From an optimization exercise on the open Yosys and OpenROAD flow, aimed at small area and a short achievable clock period; shortcuts taken in it are not production practice. At most, simulation tests tie the RTL to the original design; equivalence was not proved. The clock input has no modelled driver; a real chip could not lean on it and would need a root buffer or a full tree.

== beta ==
==> flow/design.v (excerpt) <==
module alu_top (
    input             clk,
    input      [3:0]  control,
    input             CI,
    input      [31:0] DATA_A,
    input      [31:0] DATA_B,
    output reg [31:0] OUT,
    output reg        CO,
    output reg        OVF,
    output reg        N,
    output reg        Z
);
Settings: LEC_CHECK=0, ABC_AREA=1, CAP_MARGIN=20, CORE_MARGIN=2, CORE_UTILIZATION=72, PLACE_DENSITY=0.8, SLEW_MARGIN=20; clock period 10.0 ns.
standard.sh (not shown) runs the stock make flow with config.mk's settings and CLKGATE_MAP_FILE= SYNTH_SCRIPT=/design/flow/synth_recipe.tcl, a recipe that flattens the netlist after the stock synthesis.
==> flow/flow/run.sh <==
#!/bin/bash
# ORFS layout through the standard.sh, with these changes:
# - the ports get small fast buffers (buf_1);
# - the clock tree is one level of four clkbuf_16 (flow/cts_manual.tcl);
# - timing repair aims below the clock period (SETUP_SLACK_MARGIN); the design is still
#   built and signed off at the design's period;
# - if flow/abc.script exists, synthesis maps the logic with it instead of ORFS's ABC
#   script (flow/synth.tcl is synth_recipe.tcl with that one change; registers are as in
#   the standard synthesis).
set -euo pipefail
here=$(pwd)
export MY_ABC_SCRIPT=$here/flow/abc.script
bash standard.sh \
  "SYNTH_SCRIPT=$here/flow/synth.tcl" \
  "ADDER_MAP_FILE=" \
  "BUFFER_PORTS_ARGS=-buffer_cell sky130_fd_sc_hd__buf_1" \
  "PRE_CTS_TCL=$here/flow/cts_manual.tcl" \
  "SETUP_SLACK_MARGIN=7.3" \
  finish > make_finish.log 2>&1
==> flow/flow/abc.script <==
strash; dch -f; map -D 2200 -B 0.9; topo; stime -c; buffer -c; upsize -c -D 2200; dnsize -c -D 2200
==> flow/flow/cts_manual.tcl <==
# Read by ORFS's CTS step (PRE_CTS_TCL). Replaces clock_tree_synthesis with a one-level
# clock tree: the clock port drives four clkbuf_16, each of which drives the registers of
# one quadrant of the placement (split at the median x, then at the median y). Every
# register sees the same single buffer stage, so the tree adds no deliberate skew.
proc clock_tree_synthesis { args } {
  set block [ord::get_db_block]
  set master [[ord::get_db] findMaster sky130_fd_sc_hd__clkbuf_16]
  set clknet [[$block findBTerm clk] getNet]
  set sinks {}
  foreach it [$clknet getITerms] {
    set bb [[$it getInst] getBBox]
    lappend sinks [list $it [expr {([$bb xMin] + [$bb xMax]) / 2}] [expr {([$bb yMin] + [$bb yMax]) / 2}]]
  }
  set sorted [lsort -integer -index 1 $sinks]
  set half [expr {[llength $sorted] / 2}]
  set groups {}
  foreach col [list [lrange $sorted 0 [expr {$half - 1}]] [lrange $sorted $half end]] {
    set col [lsort -integer -index 2 $col]
    set h [expr {[llength $col] / 2}]
    lappend groups [lrange $col 0 [expr {$h - 1}]] [lrange $col $h end]
  }
  set g 0
  foreach grp $groups {
    set inst [odb::dbInst_create $block $master clkbuf_q$g]
    set net [odb::dbNet_create $block clknet_q$g]
    $net setSigType CLOCK
    [$inst findITerm A] connect $clknet
    [$inst findITerm X] connect $net
    set sx 0
    set sy 0
    foreach s $grp {
      set it [lindex $s 0]
      $it disconnect
      $it connect $net
      set sx [expr {$sx + [lindex $s 1]}]
      set sy [expr {$sy + [lindex $s 2]}]
    }
    set m [llength $grp]
    $inst setLocation [expr {$sx / $m}] [expr {$sy / $m}]
    $inst setPlacementStatus PLACED
    incr g
  }
  puts "cts_manual: clock port drives $g clkbuf_16, [llength $sinks] registers"
  set_propagated_clock [all_clocks]
}
==> flow/flow/synth.tcl <==
proc synth {args} { yosys synth -nofsm -noshare {*}$args }
# Map the logic with this flow's own ABC script instead of ORFS's.
proc abc {args} {
  set i [lsearch -exact $args -script]
  if {$i >= 0} { lset args [expr {$i + 1}] $::env(MY_ABC_SCRIPT) }
  yosys abc {*}$args
}
source $::env(SCRIPTS_DIR)/synth.tcl
# left out here: clear keep_hierarchy, flatten, clean up, hide names made inside functions, write 1_2_yosys.v
beta did not finish; a tool error ended it in global routing.
For gamma, these inputs were changed with respect to beta:
-- flow/design.v --
<<< beta, line 189
wire [WIDTH-1:0] tq = inv ? g : (t & {WIDTH{arith}});
wire [WIDTH-1:0] pc = {tq[WIDTH-2:0], k};
assign Z = ~|OUT;
wire c32 = g[WIDTH-1] | (p[WIDTH-1] & c[WIDTH-1]);
assign CO  = (addop & c32) | (subop & ~OUT[WIDTH-1]);
>>> gamma, line 189
wire [WIDTH-1:0] tq = inv ? g : (t & {WIDTH{arith}});
wire [WIDTH-1:0] pc = {tq[WIDTH-2:0], k};
assign Z = ~|(q ^ pc);
wire c32 = g[WIDTH-1] | (p[WIDTH-1] & c[WIDTH-1]);
assign CO  = (addop & c32) | (subop & ~OUT[WIDTH-1]);
--- outcome ---
As the logs show, beta stopped at global routing after a tool error, so it never reached the end of the flow.
gamma | stages: all done | timing, DRC, antenna: all pass
Delta(post-cts repair resize count, gamma - beta) < 0
Reported for beta and gamma, number of ports placed on the die boundary turned out identical to the last digit.
Per the comparison of gamma with beta, synthesized area now larger; number of instances in the synthesized netlist now smaller; fraction of the mapped netlist area in simple logic gates now smaller; count of buffers added by post-CTS timing repair for setup now smaller; count of flip-flops with a built-in enable after synthesis comparable.
For beta, only the layout was checked, not whether the RTL still works. In gamma the design's own scripts or RTL, not TritonCTS, make the clock network.

[port drivers added, routing unchanged]
The flow's constraints put no driver on any port. The routed layout listed below was extracted and timed again, unchanged, in two steps.
Step 1 (the two cells are an assumption about what drives the block):
set clk [get_ports {clk}]
set_driving_cell -lib_cell sky130_fd_sc_hd__clkbuf_16 $clk
set_driving_cell -lib_cell sky130_fd_sc_hd__buf_2 [delete_from_list [all_inputs] $clk]
Step 2 moves the port delays by t, midway between the first and last clock arrival at a register: inputs arrive t later, outputs are due t later. That takes back most of the time a late clock gives input paths.
a / b / c = ideal ports / drivers / drivers and shift; a / b = the first two.
run: gamma
t, ns: 0.240
setup slack, ns: 7.330 / 7.245 / 7.415
hold slack, ns: 0.620 / 0.620 / 0.620
cell pins on the clock port's net: 4
After both steps gamma still meets setup and hold. For gamma, drivers alone change the setup slack by -0.085 ns; drivers and shift together by +0.085 ns.
